From an optimization exercise on the open Yosys and OpenROAD flow, aimed at small area and a short achievable clock period; shortcuts taken in it are not production practice. The RTL was checked by simulation tests, not by an equivalence proof against the original design. Power and IR drop assume default switching activity.

==> flow/run.sh <==
#!/bin/bash
set -euo pipefail
bash standard.sh SETUP_SLACK_MARGIN=6.5 'BUFFER_PORTS_ARGS=-buffer_cell sky130_fd_sc_hd__buf_2' finish > flow_make.log 2>&1
==> standard.sh <==
#!/bin/bash
# synth_recipe.tcl (not shown) runs the flow's synth.tcl, then flattens the netlist and writes it again
# the make line also repeats each setting of config.mk as NAME=value (left out here)
make -C /OpenROAD-flow-scripts/flow DESIGN_CONFIG=/design/flow/config.mk WORK_HOME=/design/flow/orfs CLKGATE_MAP_FILE= SYNTH_SCRIPT=/design/flow/synth_recipe.tcl "${@:-finish}"
==> config.mk <==
export PLATFORM = sky130hd
export DESIGN_NAME = APB_INT_Count
export DESIGN_NICKNAME = APB_INT_Count
export VERILOG_FILES = /design/flow/design.v
export SDC_FILE = /design/flow/constraint.sdc
export NUM_CORES = 4
export LEC_CHECK = 0
export CAP_MARGIN = 20
export CORE_MARGIN = 2
export CORE_UTILIZATION = 40
export CTS_BUF_LIST = sky130_fd_sc_hd__clkbuf_16
export CTS_CLUSTER_DIAMETER = 90
export CTS_CLUSTER_SIZE = 22
export SETUP_SLACK_MARGIN = 5
export SLEW_MARGIN = 20
export SYNTH_HIERARCHICAL = 1
export SYNTH_MINIMUM_KEEP_SIZE = 0
==> constraint.sdc <==
create_clock -name core_clock -period 10.0 [get_ports {PCLK}]
set_input_delay 2.0000 -clock core_clock [delete_from_list [all_inputs] [get_ports {PCLK}]]
set_output_delay 2.0000 -clock core_clock [all_outputs]
set_load 0.01 [all_outputs]
==> design.v <==
module APB_INT_Count #(
    parameter DATA_WIDTH = 32,
    parameter ADDR_WIDTH = 16
)
(
    input  wire                     PCLK,
    input  wire                     PRESETn,
    input  wire                     PSEL,
    input  wire                     PENABLE,
    input  wire                     PWRITE,
    input  wire [ADDR_WIDTH-1:0]    PADDR,
    input  wire [DATA_WIDTH-1:0]    PWDATA,
    output reg  [DATA_WIDTH-1:0]    PRDATA,
    output reg                      PREADY,
    output reg                      PSLVERR,
    output wire                     linux_irq,
    output wire                     lim_irq,
    output wire                     itim_irq,
    input  wire                     linux_ack,
    input  wire                     lim_ack,
    input  wire                     itim_ack
);
    reg  [31:0] ctrl [1:3];
    reg  [31:0] cnt0 [1:3];           
    reg  [31:0] hist [1:3][1:9];      
    reg  [9:1]  fill [1:3];           
    reg         invalid_access;
    assign linux_irq = ctrl[1][0];
    assign lim_irq   = ctrl[2][0];
    assign itim_irq  = ctrl[3][0];
    wire [3:1] ack = {itim_ack, lim_ack, linux_ack};
    wire [3:1] irq = {itim_irq, lim_irq, linux_irq};
    wire       acc  = PSEL & PENABLE;
    wire       racc = acc & ~PWRITE;
    wire       nh0, nh1, nl, wacc3, racc3, qw, qr;
    g_nor4 u_nh0 (.a(PADDR[15:12]), .y(nh0));
    g_nor4 u_nh1 (.a(PADDR[11:8]),  .y(nh1));
    g_nor2 u_nl  (.a(PADDR[1:0]),   .y(nl));
    g_and3 u_wa  (.a({PSEL, PENABLE, PWRITE}), .y(wacc3));
    g_and3 u_ra  (.a({PSEL, PENABLE, ~PWRITE}), .y(racc3));
    g_and4 u_qw  (.a({nh0, nh1, nl, wacc3}), .y(qw));
    g_and4 u_qr  (.a({nh0, nh1, nl, racc3}), .y(qr));
    wire       hi0 = nh0 & nh1 & nl;
    wire [7:0] pa, pb;
    genvar gi;
    generate
        for (gi = 0; gi < 8; gi = gi + 1) begin : g_pre
            wire [2:0] kk = gi;
            g_and3 u_pa (.a(PADDR[7:5] ~^ kk), .y(pa[gi]));
            g_and3 u_pb (.a(PADDR[4:2] ~^ kk), .y(pb[gi]));
        end
    endgenerate
    wire [47:0] dw;
    generate
        for (gi = 0; gi < 48; gi = gi + 1) begin : g_dw
            assign dw[gi] = pa[gi >> 3] & pb[gi & 7];
        end
    endgenerate
    wire [3:1] wr_ctrl, load;
    g_and3 u_wc1 (.a({qw, pa[0], pb[1]}), .y(wr_ctrl[1]));
    g_and3 u_wc2 (.a({qw, pa[0], pb[2]}), .y(wr_ctrl[2]));
    g_and3 u_wc3 (.a({qw, pa[0], pb[3]}), .y(wr_ctrl[3]));
    g_and3 u_ld1 (.a({qw, pa[0], pb[4]}), .y(load[1]));
    g_and3 u_ld2 (.a({qw, pa[2], pb[0]}), .y(load[2]));
    g_and3 u_ld3 (.a({qw, pa[4], pb[0]}), .y(load[3]));
    wire [3:0] lo = PADDR[5:2];
    wire       wvalid = hi0 & (dw[0] | dw[1] | dw[2] | dw[3] | dw[4] | dw[16] | dw[32]);
    wire       rvalid = hi0 & ((PADDR[7:6] == 2'b00) & (lo <= 4'd13)
                             | (PADDR[7:6] == 2'b01) & (lo <= 4'd9)
                             | (PADDR[7:6] == 2'b10) & (lo <= 4'd9));
    localparam NSRC = 34;
    wire [NSRC-1:0] rsel;
    wire [31:0]     rsrc [0:NSRC-1];
    assign rsel[0] = dw[0];                                     
    assign rsrc[0] = 32'h0000_0001;
    function integer cbase;
        input integer ch;
        cbase = (ch == 1) ? 4 : (ch == 2) ? 16 : 32;
    endfunction
    genvar rc, rs;
    generate
        for (rc = 1; rc <= 3; rc = rc + 1) begin : g_rsel
            assign rsel[rc] = dw[rc];
            assign rsrc[rc] = ctrl[rc];
            assign rsel[rc + 3] = dw[cbase(rc)];
            assign rsrc[rc + 3] = cnt0[rc];
            for (rs = 1; rs <= 9; rs = rs + 1) begin : g_hist
                assign rsel[6 + (rc - 1) * 9 + rs] = dw[cbase(rc) + rs] & fill[rc][rs];
                assign rsrc[6 + (rc - 1) * 9 + rs] = hist[rc][rs];
            end
        end
    endgenerate
    wire [31:0] rmux;
    genvar rb, rk;
    generate
        for (rb = 0; rb < 32; rb = rb + 1) begin : g_rbit
            wire [NSRC-1:0] d;
            for (rk = 0; rk < NSRC; rk = rk + 1) begin : g_k
                assign d[rk] = rsrc[rk][rb];
            end
            rd_bit #(.N(NSRC)) u_rd (.sel(rsel), .d(d), .q(rmux[rb]));
        end
    endgenerate
    wire [31:0] rdata = ({32{qr}} & rmux) | ({32{~racc}} & PRDATA);
    genvar gc;
    integer k;
    generate
        for (gc = 1; gc <= 3; gc = gc + 1) begin : g_ch
            wire shift = ack[gc] & ~irq[gc] & ~load[gc];
            wire [31:0] cnt0_d;
            cnt_next u_cnt (.q(cnt0[gc]), .pw(PWDATA), .rstn(PRESETn), .load(load[gc]),
                            .inc(irq[gc]), .clr(ack[gc]), .d(cnt0_d));
            always @(posedge PCLK)
                cnt0[gc] <= cnt0_d;
            always @(posedge PCLK) begin
                if (!PRESETn)
                    fill[gc] <= 9'd0;
                else if (shift)
                    fill[gc] <= {fill[gc][8:1], 1'b1};
            end
            always @(posedge PCLK) begin
                if (shift) begin
                    hist[gc][1] <= cnt0[gc];
                    for (k = 2; k <= 9; k = k + 1)
                        hist[gc][k] <= hist[gc][k - 1];
                end
            end
        end
    endgenerate
    integer c;
    always @(posedge PCLK or negedge PRESETn) begin
        if (!PRESETn) begin
            ctrl[1] <= 32'd0;
            ctrl[2] <= 32'd0;
            ctrl[3] <= 32'd0;
            PRDATA <= 32'd0;
            PREADY <= 1'b0;
            PSLVERR <= 1'b0;
            invalid_access <= 1'b0;
        end else begin
            for (c = 1; c <= 3; c = c + 1) begin
                if (wr_ctrl[c])
                    ctrl[c] <= PWDATA;
                else if (ack[c])
                    ctrl[c][0] <= 1'b0;
            end
            PRDATA <= rdata;
            invalid_access <= acc & ~(PWRITE ? wvalid : rvalid);
            PREADY <= acc & ~invalid_access;
            PSLVERR <= acc & invalid_access;
        end
    end
endmodule
module rd_bit #(
    parameter N = 2
) (
    input  wire [N-1:0] sel,
    input  wire [N-1:0] d,
    output wire         q
);
    assign q = |(sel & d);
endmodule
module cnt_next (
    input  wire [31:0] q,
    input  wire [31:0] pw,
    input  wire        rstn,
    input  wire        load,
    input  wire        inc,
    input  wire        clr,
    output wire [31:0] d
);
    wire [7:0] g;
    wire [7:0] gin;
    wire [31:0] c;
    genvar i;
    generate
        for (i = 0; i < 8; i = i + 1) begin : g_grp
            assign g[i] = &q[4 * i + 3:4 * i];
            if (i == 0) begin : g_first
                assign gin[i] = 1'b1;
            end else begin : g_rest
                assign gin[i] = &g[i - 1:0];
            end
            assign c[4 * i]     = gin[i];
            assign c[4 * i + 1] = gin[i] & q[4 * i];
            assign c[4 * i + 2] = gin[i] & q[4 * i] & q[4 * i + 1];
            assign c[4 * i + 3] = gin[i] & q[4 * i] & q[4 * i + 1] & q[4 * i + 2];
        end
    endgenerate
    wire ld = rstn & load;
    wire up = rstn & ~load & inc;
    wire hd = rstn & ~load & ~inc & ~clr;
    assign d = ({32{ld}} & pw) | ({32{up}} & (q ^ c)) | ({32{hd}} & q);
endmodule
module g_nor4 (input wire [3:0] a, output wire y);
    assign y = ~|a;
endmodule
module g_nor2 (input wire [1:0] a, output wire y);
    assign y = ~|a;
endmodule
module g_and3 (input wire [2:0] a, output wire y);
    assign y = &a;
endmodule
module g_and4 (input wire [3:0] a, output wire y);
    assign y = &a;
endmodule
==> flow_summary.ini, run 1 <==
[status]
status = timing/DRC/antenna clean

[power]
p_leak_nw = 19.0
powerDensity_nw_per_um2 = 161
ir_drop_mv = 0.130

[die]
pin_count = 93
row_count = 119
fp.dieW_um = 331
core_area_um2 = 106000
start_util_pct = 40.4
die_area_um2 = 109000
die_h_um = 331

[sta]
drv_slew = 0
tns_ns = 0
timing.slew.headroom_pct = 32.9
rsz0062_at_grt = true
setup-violations-final = 0
max_freq_mhz = 265
tightest_slew_ns = 1.01
hold_viol_final = 0
fin_crit_ns = 3.77
skew_ns = 0.0295
min_period_over_period_pct = 37.7

[place]
portBuffers = 92
dp_hpwl_mm = 72.5
gp_congestion = 0.845

[worst_hold_path]
worstHoldPathType = reg -> reg

[critical_path]
cp_max_fo = 8
crit_chain = buf_8 -> clkinvlp_4 -> buf_6 -> and3_4 -> buf_12 -> and3_4 -> a22oi_1 -> nand4_1 -> nor4_2 -> nand4_1 -> a22o_1
cpMaxStageDelayCell = a22o_1
arrival_ns = 4.33
critPathRequiredTime_ns = 10.56
worstSetupPathType = in -> reg
r2r_slack_ns = 6.61
cpPeakStageDelay_ns = 0.32
critPathCaptureType = register
startpoint_type = input port

[cts]
cts.clk_slew.worst_paths_ns = 0.09
cts_tree = yes
cts.path.max_buffers = 3
htree_num_levels = 2
cts_buffers = 57
clock_latency_ns = 0.68
cts-root-buf = clkbuf_16
clkSinkCount = 1118

[layout]
syn2layout_area_growth_pct = 19.0
seqCellArea_um2 = 31700
drive_above_1_share_pct = 26.3
layout_commonest_cell = edfxtp_1
final_util_pct = 48.1
multi_input_area_um2 = 12000
fill_cells = 8723
final_cell_mix = edfxtp_1, a22oi_1, nand4_1, dfrtp_1, dfxtp_1
final_nets = 3051

[global_route]
grt_max_degree = 167
grt.overflow.total = 0
global_route.usage.total_pct = 30.6
grt_pass1_wl_mm = 230
grt_pass1_vias = 28242
antenna_found_initial = 17

[drt]
first_iter_violations = 5779
ant_nets = 0
wire_per_inst_um = 41.1
vias_per_cell = 7.04
drc = 0
wirelength_mm = 180
num_vias = 30812
firstDrtPassIters = 9

[yosys]
syn_inst = 2523
synth_area_per_cell_um2 = 16.9
synth_area_um2 = 42700
synth.distinct_cells = 50
yosysSeqAreaShare_pct = 74.2
synth-seq-cells = 1118
ys_warn_count = 15

[job]
drv_cap = 0
==> per-module statistics from Yosys (local to each module, per instance), a selection <==
module         cells inside  flops+latches
g_and4                    1              0
g_and3                    1              0
cnt_next                125              0
APB_INT_Count          1385           1118
g_nor2                    1              0
g_nor4                    1              0
==> worst max-delay path, delay by kind of cell <==
family / cells / cell delay [ns]
buf+inv: 4 / 0.56
simple gates: 5 / 1.23
compound gates: 2 / 0.54
==> state kept, by name, indices dropped and copies added (netlist names) <==
register,flops
PRDATA,32
hist,864
invalid_access,1
PREADY,1
cnt0,96
fill,27
PSLVERR,1
ctrl,96
==> cell families (layout without fill, tap and decap cells) <==
| logic type | count (synthesis) | after routing | share of synthesized area [%] |
|---|---|---|---|
| buffers and inverters | 135 | 493 | 1.52 |
| XOR/XNOR | 3 | 3 | 0.0616 |
| AND/OR/NAND/NOR | 371 | 432 | 5.80 |
| multiplexers | 117 | 117 | 3.02 |
| flip-flops | 1118 | 1118 | 74.2 |
| other | 2 | 47 | 0.0176 |
| AO/OA/AOI/OAI | 708 | 708 | 13.3 |
| adder cells (fa/ha/maj) | 69 | 69 | 2.02 |
==> cells in the mapped netlist, drive strengths merged <==
cell | count | area share (%)
a211oi | 1 | 0.018
and4 | 2 | 0.041
clkbuf | 13 | 0.11
nand3 | 5 | 0.070
buf | 40 | 0.69
o21a | 3 | 0.053
and3b | 3 | 0.062
o41ai | 1 | 0.038
a211o | 1 | 0.021
mux2i | 24 | 0.56
ha | 69 | 2.0
or2b | 3 | 0.053
mux2 | 93 | 2.5
nand4 | 146 | 2.2
dfxtp | 123 | 5.8
nor4b | 3 | 0.17
inv | 82 | 0.72
conb | 2 | 0.018
or4 | 3 | 0.079
o21ai | 28 | 0.33
nor2b | 24 | 0.35
nor3b | 24 | 0.46
dfrtp | 131 | 7.7
a222oi | 69 | 1.6
nand3b | 3 | 0.053
xnor2 | 3 | 0.062
o31ai | 1 | 0.018
nand2 | 37 | 0.51
a221o | 24 | 0.57
and3 | 51 | 0.76
nor3 | 6 | 0.070
a22oi | 547 | 10
a22o | 32 | 0.66
edfxtp | 864 | 61
and2 | 10 | 0.15
or4b | 3 | 0.070
a31oi | 1 | 0.015
nor4 | 37 | 0.62
nor2 | 11 | 0.097
==> repair_timing <==
action / in CTS / in global routing
gates cloned: 48 / 27
buffers inserted: 96 / 76
hold buffers: 0 / 0
gates resized for setup: 102 / 154
endpoints found under the setup margin: 749 / 774
pin swaps: 33 / 108
==> metrics by stage <==
stage               cells  area (um^2)  hold slack, ns  total power [mW]  worst slack, ns
global placement     4010        45300           0.415              5.60             5.02
detailed placement   4011        45300           0.418              5.62             4.87
finish               4378        50800           0.431              8.17             6.23
global route         4366        50800           0.460              8.36             6.28
floorplan            2553        43200           0.395              5.48             5.96
CTS                  4260        48900           0.430              8.11             6.28
==> area by class of cell <==
cell class / count / share of cell area (%)
multi-input cells: 1361 / 23.5
diodes: 15 / 0.0739
flip-flops and latches: 1118 / 62.4
inverters: 82 / 0.678
repair buffers: 306 / 6.67
clock buffers: 57 / 2.81
well taps: 1391 / 3.43
clock inverters: 48 / 0.394
==> where the power goes <==
group | internal, mW | switching [mW]
Sequential | 5.22 | 0.119
Clock | 1.04 | 1.51
Combinational | 0.0719 | 0.204
Total | 6.34 | 1.83
==> metal layers <==
layer | GRT usage [%] | share of wire, % | routed length, um
met4 | 18.9 | 7.9 | 14200
met1 | 39.8 | 35 | 62200
met3 | 10.1 | 16 | 27900
met2 | 44.4 | 42 | 75500
met5 | 0.130 | 0.13 | 237
==> path summary, 6_finish.rpt <==
check                                from     endpoint  depth (start not counted)
setup / recovery                 PADDR[5]   PRDATA[27]                         11
hold / removal             invalid_access       PREADY                          1
setup reg to reg               cnt0[1][0]  cnt0[1][30]                          9
hold reg to reg            invalid_access       PREADY                          1
max in group asynchronous         PRESETn  ctrl[2][20]                          2
min in group asynchronous         PRESETn  ctrl[3][13]                          1
==> run 2: changes to the inputs <==
--- a/config.mk
+++ b/config.mk
@@ -10,5 +10,2 @@
 export CORE_UTILIZATION = 40
-export CTS_BUF_LIST = sky130_fd_sc_hd__clkbuf_16
-export CTS_CLUSTER_DIAMETER = 90
-export CTS_CLUSTER_SIZE = 22
 export SETUP_SLACK_MARGIN = 5
==> run 2 against run 1 <==
Still clean on timing, DRC and antenna; via count fell by 2.5%; final area is 1.8% higher; synthesized cell count unchanged; final cell count is 0.32% higher; wire length decreased by 4.4%; first-iteration DRC count shrank 11%; maximum frequency is 2.7% higher; hold slack worse by 0.015 ns; combinational power is 12% lower; largest power group unchanged.
==> flow_summary.ini, run 2 <==
[status]
status = timing/DRC/antenna clean

[cts]
cts_tree = yes
clkSinkCount = 1118
clock_latency_ns = 0.70
cts-root-buf = clkbuf_16
cts_buffers = 113
htree_num_levels = 3
cts.path.max_buffers = 3
cts.clk_slew.worst_paths_ns = 0.07

[job]
drv_cap = 0

[power]
powerDensity_nw_per_um2 = 191
p_leak_nw = 19.3
power_mw = 9.89
ir_drop_mv = 0.164

[yosys]
synth_area_um2 = 42700
yosysSeqAreaShare_pct = 74.2
synth_top_area_share_pct = 60.8
ys_warn_count = 15
synth_common_cells = edfxtp_1, a22oi_1, nand4_1
synth_area_per_cell_um2 = 16.9
yosysMostFrequentCell = edfxtp_1
synth-seq-cells = 1118
synth_top_area_cell = edfxtp_1
ys_async_sr_fraction_pct = 11.7
synth.distinct_cells = 50
syn_inst = 2523
ys_top_cells_by_area = edfxtp_1, a22oi_1, dfrtp_1
ys.flop_type = edfxtp_1
synth_edf_count = 864

[critical_path]
cp_max_fo = 16
worstSetupPathType = in -> reg
critPathCaptureType = register
arrival_ns = 4.25
critPathRequiredTime_ns = 10.58
startpoint_type = input port

[drt]
firstDrtPassIters = 10
wire_per_inst_um = 39.2
wirelength_mm = 172
ant_nets = 0
first_iter_violations = 5163
num_vias = 30052
drc = 0
vias_per_cell = 6.84

[layout]
largest_reg_flops = 864
stdcell_count = 4392
final_cell_mix = edfxtp_1, a22oi_1, nand4_1, dfrtp_1, dfxtp_1
syn2layout_area_growth_pct = 21.2
drive_above_1_share_pct = 25.9
final_util_pct = 49.0
design_area_um2 = 51700
layout_commonest_cell = edfxtp_1
largest-register = hist
final_nets = 3022
reg.largest.list = hist: 864 flops, cnt0: 96 flops, ctrl: 96 flops

[place]
postPlaceCellArea_um2 = 45300
place_ws_ns = 4.87
dp_hpwl_mm = 72.5
portBuffers = 92
gp_congestion = 0.845
place_inst = 4011

[die]
pin_count = 93
fp.dieW_um = 331
die_h_um = 331
start_util_pct = 40.4
row_count = 119
core_area_um2 = 106000
die_area_um2 = 109000

[global_route]
grt_pass1_vias = 27418
grt_pass1_wl_mm = 206
grt.overflow.total = 0
global_route.usage.total_pct = 26.8
grt_max_degree = 167
antenna_found_initial = 11

[sta]
timing.slew.headroom_pct = 29.9
tns_ns = 0
worst_slack_ns = 6.32
skew_ns = 0.0386
max_freq_mhz = 272
drv_slew = 0
rsz0062_at_grt = true
hold_viol_final = 0
fin_crit_ns = 3.68
setup-violations-final = 0
min_period_over_period_pct = 36.8
holdWs_ns = 0.416
tightest_slew_ns = 1.05

[worst_hold_path]
worstHoldPathType = reg -> reg
## run 2: cell counts after synthesis
Identical to the previous run, type by type.
## run 2: layer usage
layer,part of all wire (%),GRT usage (%),up-vias
met4,6.7,12.9,10
met2,43,41.8,2609
met5,0.037,0,-
met3,15,6.08,591
li1,-,-,11509
met1,35,35.4,15333
## run 2: area by class of cell
| type | count | area [um^2] |
|---|---|---|
| fillers | 8702 | 53800 |
| flip-flops and latches | 1118 | 31700 |
| multi-input cells | 1344 | 11600 |
| clock buffers | 169 | 3230 |
| repair buffers | 238 | 2600 |
| well taps | 1391 | 1740 |
| clock inverters | 45 | 478 |
| inverters | 82 | 315 |
| diodes | 5 | 12.5 |
## run 2: power breakdown
group / total (mW) / switching (mW) / internal [mW]
logic: 0.244 / 0.186 / 0.0585
registers: 5.35 / 0.118 / 5.23
clock network: 4.30 / 1.82 / 2.48
## run 2: cells by family after synthesis
family,count (synthesis),synth area share [%]
XOR/XNOR,3,0.0616
adder cells (fa/ha/maj),69,2.02
AO/OA/AOI/OAI,708,13.3
AND/OR/NAND/NOR,371,5.80
multiplexers,117,3.02
flip-flops,1118,74.2
other,2,0.0176
buffers and inverters,135,1.52
## run 2: timing repair
| item | CTS | global route |
|---|---|---|
| resized for setup | 31 | 147 |
| hold buffers | 0 | 0 |
| setup buffers | 12 | 97 |
| pin swaps | 2 | 67 |
| endpoints found under the setup margin | 711 | 804 |
| cloned | 13 | 40 |
## run 2: worst paths after layout
path	end	slack [ns]	start	cells past startpoint
worst max-delay path	PRDATA[4]	6.32	PADDR[7]	8
worst min-delay path	hist[13][26]	0.42	hist[12][26]	0
worst max register to register	cnt0[2][30]	6.62	cnt0[2][0]	9
worst min register to register	hist[13][26]	0.42	hist[12][26]	0
max in group asynchronous	PRDATA[23]	7.49	PRESETn	2
min in group asynchronous	ctrl[2][15]	1.29	PRESETn	1
## run 2: modules after synthesis, one instance, submodules excluded, a selection
module	copies in the design	cell area [um^2]	flip-flops and latches
APB_INT_Count	1	34100	1118
g_nor2	1	3.75	0
g_nor4	2	12.5	0
g_and3	22	6.26	0
g_and4	2	8.76	0
cnt_next	3	998	0
## run 2: worst max-delay path, cell delays in order
cell     delay (ns)
buf_8          0.11
and3_2         0.32
and3_4         0.41
a22oi_2        0.26
nand2_2        0.05
nor4_1         0.36
nand4_1        0.35
a22o_1         0.33
==> run 3: changes to the inputs <==
==> flow/run.sh (replaced) <==
#!/bin/bash
set -euo pipefail
bash standard.sh SETUP_SLACK_MARGIN=6 'BUFFER_PORTS_ARGS=-buffer_cell sky130_fd_sc_hd__buf_2' finish > flow_make.log 2>&1
==> run 3 against run 2 <==
Wire length fell by 19%; first-iteration DRC count fell by 20%; combinational power fell by about 20%; synthesized area did not move; sequential share of layout area rose by 3.3 points; utilization fell by 2.5 points; final area fell by 5.1%; hold slack improved by 0.021 ns; clock-buffer cell count rose by 4; final cell count fell by 3.1%; highest routed layer is now met4.
==> flow_summary.ini, run 3 <==
[critical_path]
cpMaxStageDelayCell = buf_6
critPathRequiredTime_ns = 10.31
critPathCaptureType = register
startpoint_type = input port
cpPeakStageDelay_ns = 0.59
arrival_ns = 4.24
cp_max_fo = 68
worstSetupPathType = in -> reg
crit_chain = buf_2 -> inv_1 -> and3_1 -> and3_4 -> nor3b_4 -> buf_6 -> buf_8

[sta]
fin_crit_ns = 3.93
drv_slew = 0
setup-violations-final = 0
tns_ns = 0
max_freq_mhz = 255
tightest_slew_ns = 1.19
skew_ns = 0.0296
min_period_over_period_pct = 39.3
hold_viol_final = 0
worst_slack_ns = 6.07
timing.slew.headroom_pct = 20.5
rsz0062_at_grt = false

[layout]
design_area_um2 = 49100
largest-register = hist
drive_above_1_share_pct = 19.0
seqCellArea_um2 = 31700
final_nets = 2886
fill_cells = 8868
syn2layout_area_growth_pct = 15.0
multi_input_area_um2 = 10600
layout_commonest_cell = edfxtp_1
final_cell_mix = edfxtp_1, a22oi_1, nand4_1, dfrtp_1, dfxtp_1
largest_reg_flops = 864
reg.largest.list = hist: 864 flops, cnt0: 96 flops, ctrl: 96 flops

[yosys]
synth.distinct_cells = 50
synth_top_area_share_pct = 60.8
yosysMostFrequentCell = edfxtp_1
synth_area_um2 = 42700
synth_area_per_cell_um2 = 16.9
synth_common_cells = edfxtp_1, a22oi_1, nand4_1
yosysSeqAreaShare_pct = 74.2
synth_edf_count = 864
synth-seq-cells = 1118
ys.flop_type = edfxtp_1
ys_top_cells_by_area = edfxtp_1, a22oi_1, dfrtp_1
ys_warn_count = 15
ys_async_sr_fraction_pct = 11.7
syn_inst = 2523
synth_top_area_cell = edfxtp_1

[cts]
htree_num_levels = 3
cts.clk_slew.worst_paths_ns = 0.06
hold_buffers = 0
cts-root-buf = clkbuf_16
cts_tree = yes
clkSinkCount = 1118
clock_latency_ns = 0.70
cts.path.max_buffers = 3
post_cts_buffers = 0
cts_buffers = 113

[die]
pin_count = 93
core_area_um2 = 106000
start_util_pct = 40.4
die_h_um = 331
row_count = 119
fp.dieW_um = 331
die_area_um2 = 109000

[drt]
first_iter_violations = 4132
ant_nets = 0
num_vias = 27475
wirelength_mm = 139
drc = 0
wire_per_inst_um = 32.7
firstDrtPassIters = 7
vias_per_cell = 6.46

[global_route]
global_route.usage.total_pct = 25.2
grt_pass1_vias = 27433
antenna_found_initial = 7
grt_max_degree = 164
grt.overflow.total = 0
grt_pass1_wl_mm = 197

[place]
postPlaceCellArea_um2 = 45200
dp_hpwl_mm = 72.0
gp_congestion = 0.837
portBuffers = 92
place_ws_ns = 4.89

[power]
p_leak_nw = 18.4
ir_drop_mv = 0.143
powerDensity_nw_per_um2 = 199
power_mw = 9.76

[worst_hold_path]
worstHoldPathType = reg -> reg

[status]
status = timing/DRC/antenna clean

[job]
drv_cap = 0
## run 3: what timing repair did
action / CTS / global route
setup endpoints to repair: 295 / 300
gates resized for setup: 6 / 14
cloned: 1 / 1
## run 3: final cells by class
| cell class | instances | area share [%] |
|---|---|---|
| Sequential cell | 1118 | 64.6 |
| Multi-Input combinational cell | 1300 | 21.6 |
| Clock buffer | 173 | 6.95 |
| Tap cell | 1391 | 3.55 |
| Timing Repair Buffer | 146 | 2.09 |
| Clock inverter | 41 | 0.635 |
| Inverter | 82 | 0.627 |
| Antenna cell | 5 | 0.0255 |
## run 3: final timing paths
check	depth (start not counted)	endpoint	startpoint	slack, ns
max in group asynchronous	2	ctrl[3][21]	PRESETn	7.32
min	1	PREADY	invalid_access	0.44
max	7	hist[5][22]	PADDR[7]	6.07
max reg2reg	9	cnt0[3][30]	cnt0[3][0]	6.60
min reg2reg	1	PREADY	invalid_access	0.44
min in group asynchronous	1	PRDATA[30]	PRESETn	1.36
## run 3: cell families (layout without fill, tap and decap cells)
group	after synthesis	count (layout)	synth area share, %
and+or+nand+nor	371	371	5.80
other	2	37	0.0176
adders and majority gates	69	69	2.02
AOI/OAI and AO/OA	708	708	13.3
buffers and inverters	135	442	1.52
xor gates and xnor gates	3	3	0.0616
muxes	117	117	3.02
DFF	1118	1118	74.2
## run 3: worst max-delay path: cells and delay by family
family	cells	cell delay (ns)
and+or+nand+nor	3	0.86
buffers and inverters	4	1.28
## run 3: power by group
part	total (mW)	switching, mW	internal (mW)
logic	0.195	0.157	0.0376
registers	5.34	0.108	5.23
clock network	4.23	1.79	2.44
## run 3: modules after synthesis, one instance, submodules excluded, a selection
module	flip-flops and latches	cell area, um^2	cells inside	copies in the design
g_and3	0	6.26	1	22
g_and4	0	8.76	1	2
cnt_next	0	998	125	3
APB_INT_Count	1118	34100	1385	1
g_nor2	0	3.75	1	1
g_nor4	0	12.5	1	2
## run 3: per-layer routing
metal	global-route usage (%)	wire, um	up-vias
li1	-	-	11158
met1	33.4	53200	14234
met2	40.4	65400	1751
met3	5.03	14600	332
met4	10.9	6190	0
met5	0	0	-
## run 3: metrics by stage
step | hold slack, ns | util, % | cells
detailed placement | 0.423 | 42.8 | 4035
global placement | 0.419 | 42.8 | 4035
CTS | 0.431 | 46.4 | 4250
floorplan | 0.395 | - | 2553
global route | 0.446 | 46.5 | 4252
finish | 0.437 | 46.5 | 4256
==> run 4: changes to the inputs <==
--- a/design.v
+++ b/design.v
@@ -92,3 +92,3 @@
     endgenerate
-    wire [31:0] rmux;
+    wire [31:0] rmux_n;
     genvar rb, rk;
@@ -100,6 +100,6 @@
             end
-            rd_bit #(.N(NSRC)) u_rd (.sel(rsel), .d(d), .q(rmux[rb]));
-        end
-    endgenerate
-    wire [31:0] rdata = ({32{qr}} & rmux) | ({32{~racc}} & PRDATA);
+            rd_bit_n u_rd (.sel(rsel), .d(d), .qn(rmux_n[rb]));
+        end
+    endgenerate
+    wire [31:0] rdata = ({32{qr}} & ~rmux_n) | ({32{~racc}} & PRDATA);
     genvar gc;
@@ -153,10 +153,20 @@
 endmodule
-module rd_bit #(
-    parameter N = 2
-) (
-    input  wire [N-1:0] sel,
-    input  wire [N-1:0] d,
-    output wire         q
+module rd_bit_n (
+    input  wire [33:0] sel,
+    input  wire [33:0] d,
+    output wire        qn
 );
-    assign q = |(sel & d);
+    wire [11:0] t;
+    genvar i;
+    generate
+        for (i = 0; i < 11; i = i + 1) begin : g_aoi
+            g_a222oi u_a (.a(sel[3 * i + 2:3 * i]), .b(d[3 * i + 2:3 * i]), .y(t[i]));
+        end
+    endgenerate
+    g_nand2 u_last (.a({sel[33], d[33]}), .y(t[11]));
+    wire [2:0] u;
+    g_nand4 u_n0 (.a(t[3:0]),  .y(u[0]));
+    g_nand4 u_n1 (.a(t[7:4]),  .y(u[1]));
+    g_nand4 u_n2 (.a(t[11:8]), .y(u[2]));
+    g_nor3  u_o  (.a(u), .y(qn));
 endmodule
@@ -206 +216,13 @@
 endmodule
+module g_a222oi (input wire [2:0] a, input wire [2:0] b, output wire y);
+    assign y = ~|(a & b);
+endmodule
+module g_nand2 (input wire [1:0] a, output wire y);
+    assign y = ~&a;
+endmodule
+module g_nand4 (input wire [3:0] a, output wire y);
+    assign y = ~&a;
+endmodule
+module g_nor3 (input wire [2:0] a, output wire y);
+    assign y = ~|a;
+endmodule
==> flow/run.sh (replaced) <==
#!/bin/bash
set -euo pipefail
bash standard.sh SETUP_SLACK_MARGIN=6.5 'BUFFER_PORTS_ARGS=-buffer_cell sky130_fd_sc_hd__buf_2' finish > flow_make.log 2>&1
==> run 4 against run 3 <==
Utilization grew 0.50 points; synthesized cell count shrank 7.6%; total power shrank 1.8%; hold slack lost 0.0066 ns; register-to-register slack gained 0.03 ns; wire length shrank 11%; critical path depth grew 1; final cell count shrank 4.5%; critical endpoint is now PRDATA[16]; critical path type unchanged.
==> flow_summary.ini, run 4 <==
[critical_path]
cpLargestDelayFamily = simple AND/OR/NAND/NOR gates
arrival_ns = 4.08
cpMaxStageDelayCell = and2_2
critPathRequiredTime_ns = 10.54
cp_max_fo = 16
r2r-start = cnt0[3][0]
cp.buffers_inverters = 2
reg2regPathDepth = 9
crit_chain = buf_2 -> inv_1 -> and3_4 -> and2_2 -> a222oi_1 -> nand4_1 -> nor3_2 -> o21ai_0
r2r_slack_ns = 6.63
critPathCaptureType = register
r2r-end = cnt0[3][30]
worstSetupPathType = in -> reg
cpPeakStageDelay_ns = 0.43
startpoint_type = input port
cp_num_cells = 8

[cts]
cts_buffers = 106
clock_latency_ns = 0.69
clkSinkCount = 1118
cts-root-buf = clkbuf_16
cts_tree = yes
cts.clk_slew.worst_paths_ns = 0.06
cts.path.max_buffers = 3
htree_num_levels = 3

[sta]
timing.slew.headroom_pct = 38.2
skew_ns = 0.0395
setup-violations-final = 0
drv_slew = 0
rsz0062_at_grt = true
hold_viol_final = 0
tns_ns = 0
holdWs_ns = 0.431
tightest_slew_ns = 0.927
min_period_over_period_pct = 35.4
max_freq_mhz = 283
fin_crit_ns = 3.54

[layout]
design_area_um2 = 48600
reg.largest.list = hist: 864 flops, cnt0: 96 flops, ctrl: 96 flops
final_nets = 2708
final_cell_mix = edfxtp_1, a222oi_1, dfrtp_1, dfxtp_1, clkbuf_16
largest-register = hist
syn2layout_area_growth_pct = 16.4
largest_reg_flops = 864
drive_above_1_share_pct = 20.0
layout_commonest_cell = edfxtp_1

[yosys]
ys_top_cells_by_area = edfxtp_1, a222oi_1, dfrtp_1
synth_top_area_cell = edfxtp_1
synth-seq-cells = 1118
synth_top_area_share_pct = 62.1
yosysMostFrequentCell = edfxtp_1
ys.flop_type = edfxtp_1
ys_warn_count = 15
synth_area_um2 = 41800
synth_area_per_cell_um2 = 17.9
synth_edf_count = 864
yosysSeqAreaShare_pct = 75.8
syn_inst = 2332
ys_async_sr_fraction_pct = 11.7
synth.distinct_cells = 46
synth_common_cells = edfxtp_1, a222oi_1, dfrtp_1

[die]
pin_count = 93
row_count = 118
core_area_um2 = 103000
die_h_um = 327
start_util_pct = 40.4
die_area_um2 = 107000
fp.dieW_um = 327

[place]
portBuffers = 92
postPlaceCellArea_um2 = 44100
gp_congestion = 0.864
dp_hpwl_mm = 71.8

[worst_hold_path]
min_from = hist[7][24]
holdPathStages = 0
worstHoldPathType = reg -> reg
hold_end = hist[8][24]

[drt]
ant_nets = 0
wire_per_inst_um = 30.5
wirelength_mm = 124
vias_per_cell = 6.45
firstDrtPassIters = 14
num_vias = 26221
drc = 0
first_iter_violations = 5665

[power]
ir_drop_mv = 0.146
power_mw = 9.58
powerDensity_nw_per_um2 = 197
p_leak_nw = 18.1

[global_route]
grt.overflow.total = 0
antenna_found_initial = 12
grt_max_degree = 103
grt_pass1_vias = 24660
global_route.usage.total_pct = 20.9
grt_pass1_wl_mm = 168

[job]
drv_cap = 0

[status]
status = timing/DRC/antenna clean
run 4: per-layer routing:
metal  up-vias  wire [um]  GRT usage [%]
li1      10838          -              -
met1     13449      50900           30.9
met2      1724      56800           31.7
met3       210      12500           3.23
met4         0       4010           6.54
met5         -          0              0
run 4: worst max-delay path by stage:
stage              from      endpoint
3_3_place_gp   PADDR[7]    hist[6][6]
3_5_place_dp   PADDR[7]   hist[4][10]
2_1_floorplan      PSEL    fill[1][2]
4_1_cts        PADDR[4]  hist[15][26]
5_1_grt        PADDR[9]    cnt0[3][6]
6_report       PADDR[3]    PRDATA[16]
run 4: layout make-up:
type                    instances  area, um^2
well taps                    1380        1730
repair buffers                147        1360
flip-flops and latches       1118       31700
inverters                      83         319
multi-input cells            1127       10000
fillers                      8636       54900
clock inverters                51         498
diodes                         11        27.5
clock buffers                 149        3010
run 4: stage by stage:
step,instances,util [%],worst slack (ns)
5_1_grt,4056,47.0,6.44
2_1_floorplan,2362,-,5.96
4_1_cts,4018,46.5,6.41
3_3_place_gp,3803,42.6,5.18
6_report,4066,47.0,6.46
3_5_place_dp,3803,42.6,5.10
run 4: repair_timing:
item | 4_1_cts | 5_1_grt
cloned | 8 | 21
setup endpoints to repair | 992 | 616
setup buffers | 7 | 16
gates resized for setup | 63 | 60
pin swaps | 14 | 64
hold buffers | 0 | 0
run 4: worst register-to-register path, delay by kind of cell (launching register included):
kind,cells,cell delay (ns)
flops,1,0.56
compound gates,1,0.33
simple gates,3,1.41
buf+inv,1,0.07
fa+ha+maj,4,0.91
run 4: cells by family (layout without fill, tap and decap cells):
group	after synthesis	count (layout)	synth area share, %
multiplexers	117	117	3.08
other	2	43	0.0180
AO/OA/AOI/OAI	516	516	11.6
buffers and inverters	136	430	1.52
AND/OR/NAND/NOR	371	390	5.82
XOR/XNOR	3	3	0.0629
adder cells (fa/ha/maj)	69	69	2.07
flip-flops	1118	1118	75.8
run 4: power breakdown:
part / internal (mW) / switching (mW) / total (mW)
Sequential: 5.23 / 0.100 / 5.33
Combinational: 0.0539 / 0.159 / 0.213
Clock: 2.31 / 1.73 / 4.05
run 4: per-module statistics from Yosys (local to each module, per instance), a selection:
module    cells inside  flip-flops and latches
g_nor3               1                       0
g_nor4               1                       0
g_nand4              1                       0
g_and3               1                       0
g_and4               1                       0
cnt_next           125                       0
g_nand2              1                       0
==> run 5: changes to the inputs <==
--- a/config.mk
+++ b/config.mk
@@ -10,2 +10,5 @@
 export CORE_UTILIZATION = 40
+export CTS_BUF_LIST = sky130_fd_sc_hd__clkbuf_16
+export CTS_CLUSTER_DIAMETER = 90
+export CTS_CLUSTER_SIZE = 22
 export SETUP_SLACK_MARGIN = 5
==> run 5 against run 4 <==
Sequential share of layout area increased by 2.6 points; final area is 3.9% lower; critical path depth unchanged; maximum frequency shrank 3.1%; critical path type unchanged; largest power group unchanged.
==> flow_summary.ini, run 5 <==
[status]
status = timing/DRC/antenna clean

[layout]
final_nets = 2661
largest_reg_flops = 864
reg.largest.list = hist: 864 flops, cnt0: 96 flops, ctrl: 96 flops
largest-register = hist
layout_commonest_cell = edfxtp_1
drive_above_1_share_pct = 17.0
fill_cells = 8837
design_area_um2 = 46700
final_cell_mix = edfxtp_1, a222oi_1, dfrtp_1, inv_1, dfxtp_1
syn2layout_area_growth_pct = 11.8
final_util_pct = 45.2

[global_route]
antenna_found_initial = 12
grtUsageMet2_pct = 31.2
grtUsageMet1_pct = 30.7
grtUsageMet3_pct = 3.02
top_usage_layer = met2
grt.overflow.total = 0
grt_max_degree = 103
grt_pass1_wl_mm = 165
grt_pass1_vias = 24041
global_route.usage.total_pct = 20.5

[yosys]
synth_top_area_cell = edfxtp_1
ys_warn_count = 15
synth_top_area_share_pct = 62.1
synth_area_um2 = 41800
ys.flop_type = edfxtp_1
ys_top_cells_by_area = edfxtp_1, a222oi_1, dfrtp_1
synth_common_cells = edfxtp_1, a222oi_1, dfrtp_1
synth_area_per_cell_um2 = 17.9
yosysSeqAreaShare_pct = 75.8
synth-seq-cells = 1118
ys_async_sr_fraction_pct = 11.7
yosysMostFrequentCell = edfxtp_1
synth.distinct_cells = 46
synth_edf_count = 864
syn_inst = 2332

[die]
die_area_um2 = 107000
core_area_um2 = 103000
start_util_pct = 40.4
pin_count = 93
die_h_um = 327
fp.dieW_um = 327
row_count = 118

[drt]
vias_per_cell = 6.51
drc = 0
first_iter_violations = 5753
ant_nets = 0
wire_per_inst_um = 31.1
firstDrtPassIters = 14
num_vias = 25829
wirelength_mm = 123

[place]
postPlaceCellArea_um2 = 44100
portBuffers = 92
dp_hpwl_mm = 71.8
gp_congestion = 0.864

[sta]
max_freq_mhz = 274
tns_ns = 0
setup-violations-final = 0
tightest_slew_ns = 0.939
hold_viol_final = 0
fin_crit_ns = 3.65
min_period_over_period_pct = 36.5
holdWs_ns = 0.440
rsz0062_at_grt = true
timing.slew.headroom_pct = 37.4
drv_slew = 0
skew_ns = 0.0213

[worst_hold_path]
min_from = invalid_access
worstHoldPathType = reg -> reg

[cts]
htree_num_levels = 2
cts_buffers = 56
cts_tree = yes
clock_latency_ns = 0.67
cts-root-buf = clkbuf_16
cts.clk_slew.worst_paths_ns = 0.09
cts.path.max_buffers = 3
hold_buffers = 0
clkSinkCount = 1118

[critical_path]
crit_chain = buf_2 -> inv_2 -> and3_2 -> and3_4 -> a222oi_1 -> nand4_1 -> nor3_2 -> o21ai_0
startpoint = PADDR[2]
r2r-start = cnt0[3][1]
critPathCaptureType = register
critPathRequiredTime_ns = 10.52
cpPeakStageDelay_ns = 0.41
worstSetupPathType = in -> reg
startpoint_type = input port
cp_max_fo = 32
cpMaxStageDelayCell = and3_4
arrival_ns = 4.17

[power]
p_leak_nw = 17.4
pwr-share-comb_pct = 2.6
ir_drop_mv = 0.155
powerDensity_nw_per_um2 = 172
internal_power_mw = 6.34
power_mw = 8.03
netSwitchingFraction_pct = 21.1
clkPwrFrac_pct = 31.2
p_switching_mw = 1.70
p_seq_share_pct = 66.2

[job]
drv_cap = 0
-- run 5: changes by cell type in the layout (fill, tap and decap cells not counted), sizes merged --
| cell | previous run | this run |
|---|---|---|
| and3 | 66 | 63 |
| clkinvlp | 4 | 0 |
| and2 | 14 | 15 |
| bufinv | 8 | 1 |
| inv | 85 | 131 |
| buf | 139 | 142 |
| diode | 11 | 6 |
| clkinv | 37 | 0 |
| clkbuf | 153 | 64 |
| bufbuf | 4 | 3 |
-- run 5: layer usage --
metal  vias up  wire length (um)
li1      10669                 -
met1     13292             50100
met2      1684             56700
met3       184             12700
met4         0              4010
met5         -                 0
-- run 5: cell type report --
type                       count  area (um^2)  share of cell area [%]
antenna                        6         15.0                  0.0321
clock buffer                  57         1430                    3.05
clock inverter                49          220                   0.471
inverter                      83          312                   0.667
multi-input combinational   1125         9980                    21.4
sequential                  1118        31700                    67.8
tap                         1380         1730                    3.69
timing repair buffer         152         1370                    2.92
-- run 5: worst paths after layout --
path                                    end  slack, ns  depth (start not counted)
worst max-delay path             PRDATA[14]       6.35                          8
worst min-delay path                 PREADY       0.44                          1
worst max register to register  cnt0[3][30]       6.63                          9
worst min register to register       PREADY       0.44                          1
max in group asynchronous        PRDATA[15]       7.31                          2
min in group asynchronous        ctrl[2][0]       1.31                          1
-- run 5: modules after synthesis (local to each module, per instance), excerpt --
module         times used  flops+latches
g_nand2                32              0
cnt_next                3              0
g_and3                 22              0
g_a222oi              352              0
g_nor2                  1              0
g_nor4                  2              0
APB_INT_Count           1           1118
g_and4                  2              0
-- run 5: repair_timing --
action                                  4_1_cts  5_1_grt
pin swaps                                    15       63
gates cloned                                  6       23
endpoints found under the setup margin      992      728
gates resized for setup                      62       40
setup buffers                                 7       19
-- run 5: kinds of logic (layout without fill, tap and decap cells) --
logic type               Yosys count  in the layout  share of synthesized area, %
XOR/XNOR                           3              3                        0.0629
other                              2             38                        0.0180
AO/OA/AOI/OAI                    516            516                          11.6
AND/OR/NAND/NOR                  371            388                          5.82
multiplexers                     117            117                          3.08
buffers and inverters            136            341                          1.52
flip-flops                      1118           1118                          75.8
adder cells (fa/ha/maj)           69             69                          2.07
-- run 5: through the flow --
step | cells | setup slack (ns)
2_1_floorplan | 2362 | 5.96
3_3_place_gp | 3803 | 5.18
3_5_place_dp | 3803 | 5.10
4_1_cts | 3922 | 6.41
5_1_grt | 3965 | 6.41
6_report | 3970 | 6.35
-- run 5: power groups by stage --
stage               combinational, mW  sequential (mW)  clock (mW)
global placement                0.167             5.40           0
CTS                             0.191             5.31        2.56
global route                    0.225             5.34        2.70
detailed placement              0.173             5.42           0
finish                          0.212             5.32        2.51
floorplan                      0.0891             5.38           0
-- run 5: critical path: cells and delay by family --
kind	cells	cell delay, ns
buf+inv	2	0.20
compound gates	2	0.51
simple gates	4	1.41
==> run 6: changes to the inputs <==
--- a/design.v
+++ b/design.v
@@ -181,4 +181,4 @@
 );
-    wire [7:0] g;
-    wire [7:0] gin;
+    wire [7:0]  g;
+    wire [7:0]  gin;
     wire [31:0] c;
@@ -189,5 +189,5 @@
             if (i == 0) begin : g_first
-                assign gin[i] = 1'b1;
+                assign gin[i] = inc;
             end else begin : g_rest
-                assign gin[i] = &g[i - 1:0];
+                assign gin[i] = inc & (&g[i - 1:0]);
             end
@@ -199,6 +199,5 @@
     endgenerate
-    wire ld = rstn & load;
-    wire up = rstn & ~load & inc;
-    wire hd = rstn & ~load & ~inc & ~clr;
-    assign d = ({32{ld}} & pw) | ({32{up}} & (q ^ c)) | ({32{hd}} & q);
+    wire ld   = rstn & load;
+    wire keep = rstn & ~load & (inc | ~clr);
+    assign d = ({32{ld}} & pw) | ({32{keep}} & (q ^ c));
 endmodule
--- a/config.mk
+++ b/config.mk
@@ -9,3 +9,3 @@
 export CORE_MARGIN = 2
-export CORE_UTILIZATION = 40
+export CORE_UTILIZATION = 55
 export CTS_BUF_LIST = sky130_fd_sc_hd__clkbuf_16
@@ -13,2 +13,3 @@
 export CTS_CLUSTER_SIZE = 22
+export PLACE_DENSITY = 0.72
 export SETUP_SLACK_MARGIN = 5
==> run 6 against run 5 <==
Now fails the layout checks on antenna rules; clock skew up 0.0098 ns; die area down 28%; via count down 2.9%; synthesized cell count down 4.4%; clock power down 2%; global-route usage up 6.7 points; hold slack better by 0.0026 ns; maximum frequency up 3.3%; combinational power about the same; critical path depth unchanged; largest power group unchanged.
==> flow_summary.ini, run 6 <==
[global_route]
grtUsageMet2_pct = 39.5
grt_max_degree = 105
antenna_found_initial = 10
grtUsageMet3_pct = 6.47
grt_pass1_wl_mm = 156
top_usage_layer = met1
grt_pass1_vias = 23058
global_route.usage.total_pct = 27.2
grt.overflow.total = 0
grtUsageMet1_pct = 41.6

[layout]
reg.largest.list = hist: 864 flops, cnt0: 96 flops, ctrl: 96 flops
drive_above_1_share_pct = 17.3
multi_input_area_um2 = 9890
final_cell_mix = edfxtp_1, a222oi_1, dfrtp_1, dfxtp_1, nand4_1
layout_commonest_cell = edfxtp_1
final_nets = 2571
largest-register = hist
fill_cells = 5334
syn2layout_area_growth_pct = 11.1
largest_reg_flops = 864
seqCellArea_um2 = 31700

[critical_path]
worstSetupPathType = in -> reg
arrival_ns = 4.04
critPathRequiredTime_ns = 10.50
r2r-start = cnt0[3][1]
r2r_slack_ns = 7.15
startpoint_type = input port
r2r-end = cnt0[3][27]
critPathCaptureType = register
crit_chain = buf_2 -> inv_1 -> and3_4 -> and2_4 -> a222oi_1 -> nand4_1 -> nor3_2 -> o21ai_0
cpLargestDelayFamily = simple AND/OR/NAND/NOR gates
cpPeakStageDelay_ns = 0.59
reg2regPathDepth = 8
cp.buffers_inverters = 2
cpMaxStageDelayCell = a222oi_1
cp_max_fo = 25

[sta]
tightest_slew_ns = 0.909
setup-violations-final = 0
fin_crit_ns = 3.53
min_period_over_period_pct = 35.3
skew_ns = 0.0311
max_freq_mhz = 283
tns_ns = 0
rsz0062_at_grt = true
drv_slew = 0
timing.slew.headroom_pct = 39.4
hold_viol_final = 0

[cts]
cts.path.max_buffers = 3
clock_latency_ns = 0.66
htree_num_levels = 2
cts.clk_slew.worst_paths_ns = 0.09
hold_buffers = 0
clkSinkCount = 1118
cts-root-buf = clkbuf_16
cts_buffers = 56
cts_tree = yes

[yosys]
yosysSeqAreaShare_pct = 76.9
synth_top_area_cell = edfxtp_1
yosysMostFrequentCell = edfxtp_1
synth_common_cells = edfxtp_1, a222oi_1, dfrtp_1
ys_top_cells_by_area = edfxtp_1, a222oi_1, dfrtp_1
synth_top_area_share_pct = 62.9
synth-seq-cells = 1118
ys_async_sr_fraction_pct = 11.7
syn_inst = 2230
ys.flop_type = edfxtp_1
synth_edf_count = 864
ys_warn_count = 15
synth.distinct_cells = 41
synth_area_per_cell_um2 = 18.5
synth_area_um2 = 41200

[place]
dp_hpwl_mm = 65.2
portBuffers = 92
gp_congestion = 0.855

[die]
pin_count = 93
die_h_um = 278
core_area_um2 = 74300
row_count = 100
die_area_um2 = 77200
fp.dieW_um = 278
start_util_pct = 55.5

[status]
violations = antenna rules
status = failed layout checks

[power]
powerDensity_nw_per_um2 = 175
ir_drop_mv = 0.134
power_mw = 8.00
p_leak_nw = 17.0

[worst_hold_path]
hold_end = hist[13][31]
worstHoldPathType = reg -> reg
min_from = hist[12][31]
holdPathStages = 0

[drt]
drc = 0
wirelength_mm = 116
wire_per_inst_um = 33.6
vias_per_cell = 7.23
num_vias = 25073
firstDrtPassIters = 13
ant_nets = 1
first_iter_violations = 6051

[job]
drv_cap = 0
run 6: changes by cell type after synthesis, moves of 12 or more:
cell	previous run	this run
a22o_1	0	96
inv_1	83	11
a222oi_1	421	352
xor2_1	0	24
a221o_1	21	0
buf_2	27	6
nor3b_1	21	0
o21ai_0	57	36
clkbuf_1	14	26
run 6: per-module statistics from Yosys, one instance, submodules excluded, excerpt:
module / cells inside / copies in the design / flip-flops and latches / area (um^2)
g_nor4: 1 / 2 / 0 / 12.5
g_a222oi: 1 / 352 / 0 / 10.0
g_and3: 1 / 22 / 0 / 6.26
g_and4: 1 / 2 / 0 / 8.76
APB_INT_Count: 1418 / 1 / 1118 / 34000
g_nor3: 1 / 32 / 0 / 10.0
g_nand4: 1 / 96 / 0 / 6.26
cnt_next: 91 / 3 / 0 / 813
g_nor2: 1 / 1 / 0 / 3.75
g_nand2: 1 / 32 / 0 / 3.75
run 6: cells by family after synthesis:
kind of cell,count (synthesis),synth area share (%)
flip-flops,1118,76.9
other,2,0.0182
buffers and inverters,55,0.737
adder cells (fa/ha/maj),72,2.18
AND/OR/NAND/NOR,350,5.39
AO/OA/AOI/OAI,492,11.2
multiplexers,117,3.12
XOR/XNOR,24,0.510
run 6: worst max-delay path by stage:
stage | startpoint | to | slack, ns | depth (start not counted)
after floorplan | PSEL | fill[1][2] | 5.98 | 7
after global placement | PADDR[4] | hist[22][16] | 5.11 | 7
after detailed placement | PADDR[4] | hist[21][16] | 5.00 | 7
after CTS | PADDR[7] | PRDATA[16] | 6.45 | 8
after global routing | PADDR[7] | PRDATA[8] | 6.41 | 8
final | PADDR[7] | PRDATA[25] | 6.47 | 8
run 6: worst reg2reg max path, stage by stage (launching register included):
cell and delay [ns]:
dfxtp_1 0.57, nand3_1 0.26, or4_4 0.69, nor4_2 0.37, ha_1 0.24, ha_1 0.18, ha_1 0.18, xor2_1 0.08
a22o_1 0.19
run 6: power breakdown:
| group | leakage [nW] | switching [mW] | internal [mW] |
|---|---|---|---|
| Sequential | 11.4 | 0.101 | 5.22 |
| Clock | 0.964 | 1.41 | 1.05 |
| Combinational | 4.67 | 0.156 | 0.0560 |
run 6: timing repair:
| action | in CTS | in global routing |
|---|---|---|
| pin swaps | 33 | 86 |
| gates cloned | 17 | 25 |
| resized for setup | 49 | 52 |
| endpoints found under the setup margin | 717 | 687 |
| setup buffers | 5 | 12 |
run 6: layout make-up:
cell class	count	share of cell area (%)
Sequential cell	1118	69.2
Inverter	11	0.101
Clock buffer	58	3.17
Antenna cell	10	0.0546
Clock inverter	47	0.407
Tap cell	969	2.65
Multi-Input combinational cell	1117	21.6
Timing Repair Buffer	139	2.83
run 6: metal layers:
layer | part of all wire (%) | vias up | wire [um]
li1 | - | 10284 | -
met1 | 38 | 12613 | 43900
met2 | 45 | 1920 | 52500
met3 | 13 | 250 | 15700
met4 | 3.6 | 6 | 4190
met5 | 0.034 | - | 39
run 6: metrics by stage:
step	std cells	area [um^2]	setup slack, ns	util (%)	hold WS, ns
5_1_grt	3459	45800	6.41	61.6	0.459
4_1_cts	3422	45200	6.45	60.9	0.442
3_3_place_gp	3295	43000	5.11	57.9	0.428
6_report	3469	45800	6.47	61.6	0.443
2_1_floorplan	2260	41500	5.98	-	0.395
3_5_place_dp	3295	43000	5.00	57.9	0.431
==> run 7: changes to the inputs <==
--- a/config.mk
+++ b/config.mk
@@ -9,3 +9,3 @@
 export CORE_MARGIN = 2
-export CORE_UTILIZATION = 55
+export CORE_UTILIZATION = 50
 export CTS_BUF_LIST = sky130_fd_sc_hd__clkbuf_16
@@ -13,3 +13,3 @@
 export CTS_CLUSTER_SIZE = 22
-export PLACE_DENSITY = 0.72
+export PLACE_DENSITY = 0.7
 export SETUP_SLACK_MARGIN = 5
==> run 7 against run 6 <==
Via count down 1.8%; sequential power about the same; synthesized cell count unchanged; critical path depth up 1; final area up 0.42%; largest cell class unchanged; maximum frequency down 5.2%; wire length down 5.5%; clock-buffer cell count unchanged; worst setup slack worse by 0.19 ns; hold slack worse by 0.0033 ns; register-to-register slack better by 0.11 ns; utilization down 5.4 points; now clean on timing, DRC and antenna.
==> flow_summary.ini, run 7 <==
[status]
status = timing/DRC/antenna clean

[place]
place_inst = 3399
postPlaceCellArea_um2 = 43200
gp_congestion = 0.858
place_ws_ns = 4.63
dp_hpwl_mm = 63.6
portBuffers = 92

[die]
die_area_um2 = 84800
fp.dieW_um = 291
start_util_pct = 50.4
core_area_um2 = 81800
die_h_um = 291
row_count = 105
pin_count = 93

[global_route]
grt_pass1_wl_mm = 157
top_usage_layer = met2
grtUsageMet3_pct = 5.67
grt_max_degree = 89
grt_pass1_vias = 23285
grt.overflow.total = 0
antenna_found_initial = 8
grtUsageMet1_pct = 35.7
grtUsageMet2_pct = 37.5
global_route.usage.total_pct = 24.7

[sta]
tns_ns = 0
setup-violations-final = 0
max_freq_mhz = 268
tightest_slew_ns = 1.09
hold_viol_final = 0
min_period_over_period_pct = 37.3
timing.slew.headroom_pct = 27.1
skew_ns = 0.0463
fin_crit_ns = 3.73
drv_slew = 0
rsz0062_at_grt = true
holdWs_ns = 0.440
worst_slack_ns = 6.27

[layout]
reg.largest.list = hist: 864 flops, cnt0: 96 flops, ctrl: 96 flops
largest-register = hist
syn2layout_area_growth_pct = 11.5
stdcell_count = 3563
final_cell_mix = edfxtp_1, a222oi_1, dfrtp_1, dfxtp_1, nand4_1
largest_reg_flops = 864
final_util_pct = 56.2
design_area_um2 = 46000
final_nets = 2567
drive_above_1_share_pct = 17.2
layout_commonest_cell = edfxtp_1

[power]
ir_drop_mv = 0.149
powerDensity_nw_per_um2 = 174
p_leak_nw = 17.0
power_mw = 8.02

[yosys]
synth.distinct_cells = 41
synth_edf_count = 864
yosysMostFrequentCell = edfxtp_1
yosys.area_share.xor_xnor_pct = 0.510
synth_compound_area_share_pct = 11.2
ys_async_sr_fraction_pct = 11.7
synth_area_per_cell_um2 = 18.5
synth-seq-cells = 1118
synthMuxAreaShare_pct = 3.12
synth-simple-area-share_pct = 5.39
ys_warn_count = 15
synth_area_um2 = 41200
ys.flop_type = edfxtp_1
syn_inst = 2230
synth_top_area_share_pct = 62.9
synth_top_area_cell = edfxtp_1
synth_top_family_by_area = compound AO/OA/AOI/OAI gates
synth_common_cells = edfxtp_1, a222oi_1, dfrtp_1
ys_top_cells_by_area = edfxtp_1, a222oi_1, dfrtp_1
synthAdderAreaFrac_pct = 2.18
yosysSeqAreaShare_pct = 76.9

[critical_path]
arrival_ns = 4.23
cp_max_fo = 8
r2r-start = ctrl[1][0]
startpoint_type = input port
critPathRequiredTime_ns = 10.50
reg2regPathDepth = 7
worstSetupPathType = in -> reg
r2r-end = cnt0[1][22]
critPathCaptureType = register
r2r_slack_ns = 7.26

[cts]
cts_tree = yes
cts.clk_slew.worst_paths_ns = 0.09
cts-root-buf = clkbuf_16
clock_latency_ns = 0.67
htree_num_levels = 2
cts_buffers = 56
clkSinkCount = 1118
cts.path.max_buffers = 3

[worst_hold_path]
hold_end = hist[21][30]
min_from = hist[20][30]
worstHoldPathType = reg -> reg
holdPathStages = 0

[drt]
first_iter_violations = 5237
vias_per_cell = 6.91
ant_nets = 0
firstDrtPassIters = 13
num_vias = 24612
drc = 0
wire_per_inst_um = 30.9
wirelength_mm = 110

[job]
drv_cap = 0
## run 7: cell counts after synthesis
Identical to the previous run, type by type.
## run 7: worst max path at each step
stage	from	end	slack, ns
final	PADDR[5]	PRDATA[28]	6.27
after global routing	PADDR[5]	PRDATA[28]	6.44
after CTS	PADDR[7]	PRDATA[28]	6.47
after detailed placement	PADDR[4]	hist[25][18]	4.63
after global placement	PSEL	hist[24][18]	4.80
after floorplan	PSEL	fill[1][2]	5.98
## run 7: logic make-up after synthesis
kind of cell,after synthesis
AOI/OAI and AO/OA,492
DFF,1118
adders and majority gates,72
muxes,117
and+or+nand+nor,350
buffers and inverters,55
xor gates and xnor gates,24
other,2
## run 7: Yosys stat by module (local to each module, per instance), a selection
module         area, um^2  cells  copies in the design  flip-flops and latches
g_nand2              3.75      1                    32                       0
g_and4               8.76      1                     2                       0
g_nor2               3.75      1                     1                       0
cnt_next              813     91                     3                       0
g_nand4              6.26      1                    96                       0
g_a222oi             10.0      1                   352                       0
g_nor4               12.5      1                     2                       0
g_and3               6.26      1                    22                       0
APB_INT_Count       34000   1418                     1                    1118
g_nor3               10.0      1                    32                       0
## run 7: final cells by class
cell class / count / area [um^2]
fillers: 6050 / 35900
flip-flops and latches: 1118 / 31700
multi-input cells: 1105 / 9810
clock buffers: 58 / 1450
repair buffers: 147 / 1410
well taps: 1070 / 1340
clock inverters: 48 / 219
inverters: 11 / 53.8
diodes: 6 / 15.0
## run 7: repair_timing
action	in CTS	in global routing
buffers inserted	14	4
setup endpoints to repair	894	353
hold endpoints to repair	0	0
pin swaps	48	79
resized for setup	91	44
hold buffers	0	0
gates cloned	25	9
## run 7: per-layer routing
metal	share of wire [%]	wire length [um]
met1	39	42700
met2	46	50400
met3	12	12900
met4	3.6	3930
met5	0.010	11
## run 7: worst max-delay path, stage by stage
cell	delay [ns]
buf_6	0.09
inv_4	0.04
and3_4	0.21
and2_4	0.22
buf_12	0.17
a222oi_1	0.61
nand4_1	0.46
nor3_4	0.32
o21ai_1	0.09
## run 7: power breakdown
group          leakage [nW]  switching [mW]  internal (mW)
clock network         0.981            1.41           1.08
registers              11.4          0.0985           5.22
logic                  4.69           0.152         0.0562
total                  17.0            1.66           6.36
==> run 8: changes to the inputs <==
--- a/config.mk
+++ b/config.mk
@@ -9,3 +9,3 @@
 export CORE_MARGIN = 2
-export CORE_UTILIZATION = 50
+export CORE_UTILIZATION = 40
 export CTS_BUF_LIST = sky130_fd_sc_hd__clkbuf_16
@@ -13,3 +13,2 @@
 export CTS_CLUSTER_SIZE = 22
-export PLACE_DENSITY = 0.7
 export SETUP_SLACK_MARGIN = 5
==> run 8 against run 7 <==
Flip-flop and latch count unchanged; clock skew shrank 0.017 ns; sequential share of layout area down 0.10 points; register-to-register slack improved by 0.02 ns; synthesized area is the same; critical path depth unchanged; critical endpoint is now PRDATA[14]; clock-buffer cell count fell by 1; sequential power about the same; largest cell class unchanged.
==> flow_summary.ini, run 8 <==
[layout]
largest-register = hist
multi_input_area_um2 = 9790
drive_above_1_share_pct = 16.8
fill_cells = 8728
final_nets = 2553
layout_commonest_cell = edfxtp_1
final_cell_mix = edfxtp_1, a222oi_1, dfrtp_1, dfxtp_1, nand4_1
largest_reg_flops = 864
seqCellArea_um2 = 31700
design_area_um2 = 46100
syn2layout_area_growth_pct = 11.7
reg.largest.list = hist: 864 flops, cnt0: 96 flops, ctrl: 96 flops

[sta]
fin_crit_ns = 3.57
tns_ns = 0
rsz0062_at_grt = true
timing.slew.headroom_pct = 37.8
max_freq_mhz = 280
holdWs_ns = 0.446
setup-violations-final = 0
drv_slew = 0
tightest_slew_ns = 0.933
min_period_over_period_pct = 35.7
hold_viol_final = 0
skew_ns = 0.0289

[critical_path]
cp_max_fo = 16
critPathRequiredTime_ns = 10.53
cpMaxStageDelayCell = a222oi_1
r2r-start = ctrl[1][0]
cpLargestDelayFamily = simple AND/OR/NAND/NOR gates
r2r-end = cnt0[1][22]
worstSetupPathType = in -> reg
reg2regPathDepth = 7
r2r_slack_ns = 7.28
startpoint_type = input port
critPathCaptureType = register
cp.buffers_inverters = 3
cpPeakStageDelay_ns = 0.60
arrival_ns = 4.10
crit_chain = buf_6 -> inv_4 -> and3_4 -> buf_4 -> and2_4 -> a222oi_1 -> nand4_1 -> nor3_2 -> o21ai_0

[die]
pin_count = 93
core_area_um2 = 102000
die_area_um2 = 106000
die_h_um = 325
row_count = 117
fp.dieW_um = 325
start_util_pct = 40.4

[yosys]
synth_area_per_cell_um2 = 18.5
ys_warn_count = 15
ys.flop_type = edfxtp_1
ys_async_sr_fraction_pct = 11.7
synth_top_area_share_pct = 62.9
syn_inst = 2230
synth_edf_count = 864
synth_top_area_cell = edfxtp_1
yosysSeqAreaShare_pct = 76.9
synth.distinct_cells = 41
ys_top_cells_by_area = edfxtp_1, a222oi_1, dfrtp_1
synth-seq-cells = 1118
synth_area_um2 = 41200
synth_common_cells = edfxtp_1, a222oi_1, dfrtp_1
yosysMostFrequentCell = edfxtp_1

[worst_hold_path]
holdPathStages = 1
worstHoldPathType = reg -> reg
hold_end = PREADY
min_from = invalid_access

[cts]
clkSinkCount = 1118
cts_tree = yes
cts_buffers = 56
cts-root-buf = clkbuf_16
cts.clk_slew.worst_paths_ns = 0.10
htree_num_levels = 2
hold_buffers = 0
clock_latency_ns = 0.67
cts.path.max_buffers = 3

[place]
gp_congestion = 0.835
dp_hpwl_mm = 65.8
postPlaceCellArea_um2 = 43600
portBuffers = 92

[drt]
firstDrtPassIters = 12
num_vias = 24200
vias_per_cell = 6.29
drc = 0
first_iter_violations = 5216
wire_per_inst_um = 28.9
wirelength_mm = 111
ant_nets = 0

[power]
power_mw = 8.00
ir_drop_mv = 0.154
p_leak_nw = 16.9
powerDensity_nw_per_um2 = 174

[global_route]
grtUsageMet3_pct = 3.26
grt_pass1_wl_mm = 157
top_usage_layer = met1
grt_max_degree = 99
antenna_found_initial = 8
grtUsageMet2_pct = 29.7
grt.overflow.total = 0
grtUsageMet1_pct = 29.7
grt_pass1_vias = 22733
global_route.usage.total_pct = 19.5

[job]
drv_cap = 0

[status]
status = timing/DRC/antenna clean
[run 8: cell counts after synthesis]
No cell type changed its count.
[run 8: how the worst max path moves through the flow]
| stage | startpoint | cells past startpoint | to |
|---|---|---|---|
| detailed placement | PADDR[4] | 7 | hist[24][18] |
| floorplan | PSEL | 7 | fill[1][2] |
| global placement | PADDR[4] | 7 | hist[21][18] |
| global route | PADDR[4] | 10 | PRDATA[27] |
| CTS | PADDR[2] | 8 | PRDATA[27] |
| finish | PADDR[4] | 9 | PRDATA[14] |
[run 8: final cells by class]
cell class,count,area share [%]
diodes,4,0.0217
clock inverters,49,0.421
well taps,1368,3.72
flip-flops and latches,1118,68.8
multi-input cells,1104,21.3
repair buffers,134,2.56
clock buffers,57,3.10
inverters,11,0.122
[run 8: metrics by stage]
stage | setup slack, ns | std cells | util (%)
after CTS | 6.46 | 3829 | 44.9
after floorplan | 5.98 | 2260 | -
after detailed placement | 4.55 | 3696 | 42.7
after global placement | 4.74 | 3696 | 42.7
final | 6.43 | 3845 | 45.1
after global routing | 6.48 | 3843 | 45.1
[run 8: timing repair]
item	in CTS	in global routing
endpoints found under the setup margin	676	199
pin swaps	41	58
resized for setup	67	51
setup buffers	11	2
gates cloned	16	10
[run 8: layer usage]
layer	up-vias	routed length (um)
met1	12533	47300
met5	-	0
met3	126	10500
met4	0	2500
met2	1313	51000
li1	10228	-
[run 8: cells by family (layout without fill, tap and decap cells)]
| logic type | Yosys count | after routing | share of synthesized area (%) |
|---|---|---|---|
| buf+inv | 55 | 251 | 0.737 |
| xor+xnor | 24 | 24 | 0.510 |
| flops | 1118 | 1118 | 76.9 |
| other cells | 2 | 36 | 0.0182 |
| mux | 117 | 117 | 3.12 |
| simple gates | 350 | 367 | 5.39 |
| compound gates | 492 | 492 | 11.2 |
| fa+ha+maj | 72 | 72 | 2.18 |
[run 8: Yosys stat by module, one instance, submodules excluded, a selection]
module,area [um^2],copies in the design
APB_INT_Count,34000,1
cnt_next,813,3
g_a222oi,10.0,352
g_and3,6.26,22
g_and4,8.76,2
g_nand2,3.75,32
g_nand4,6.26,96
g_nor2,3.75,1
g_nor3,10.0,32
g_nor4,12.5,2
[run 8: power by group]
| part | switching [mW] | internal (mW) |
|---|---|---|
| sequential | 0.0961 | 5.22 |
| clock | 1.44 | 1.04 |
| combinational | 0.152 | 0.0546 |
| total | 1.69 | 6.31 |

separate check: timing with driven ports:
In the flow no input, the clock included, has a driving cell. The finished layouts below were timed again as built, in two steps. Step 1, drivers: a clkbuf_16 drives PCLK and a buf_2 each remaining input, both assumed. Step 2, shift: input delay + t, output delay - t, t = (earliest + latest rising clock arrival at the registers) / 2. This alone moves slack from input paths to output paths. Three values: ideal, step 1, step 2; two values: the first two.
run	t, ns	setup slack, ns	latest minus earliest clock arrival (ns)
run 1	0.737	6.225 / 6.227 / 5.490	0.030 / 0.030
run 2	0.749	6.323 / 6.346 / 5.597	0.042 / 0.042
run 3	0.747	6.071 / 6.116 / 5.369	0.031 / 0.032
run 4	0.734	6.462 / 6.498 / 5.764	0.041 / 0.042
run 5	0.726	6.349 / 6.376 / 5.650	0.030 / 0.029
run 6	0.710	6.466 / 6.505 / 5.795	0.037 / 0.037
run 7	0.707	6.273 / 6.271 / 5.564	0.050 / 0.050
run 8	0.720	6.429 / 6.451 / 5.731	0.031 / 0.030
For run 1, which loses most, drivers alone change the setup slack by +0.002 ns; drivers and shift together by -0.735 ns.
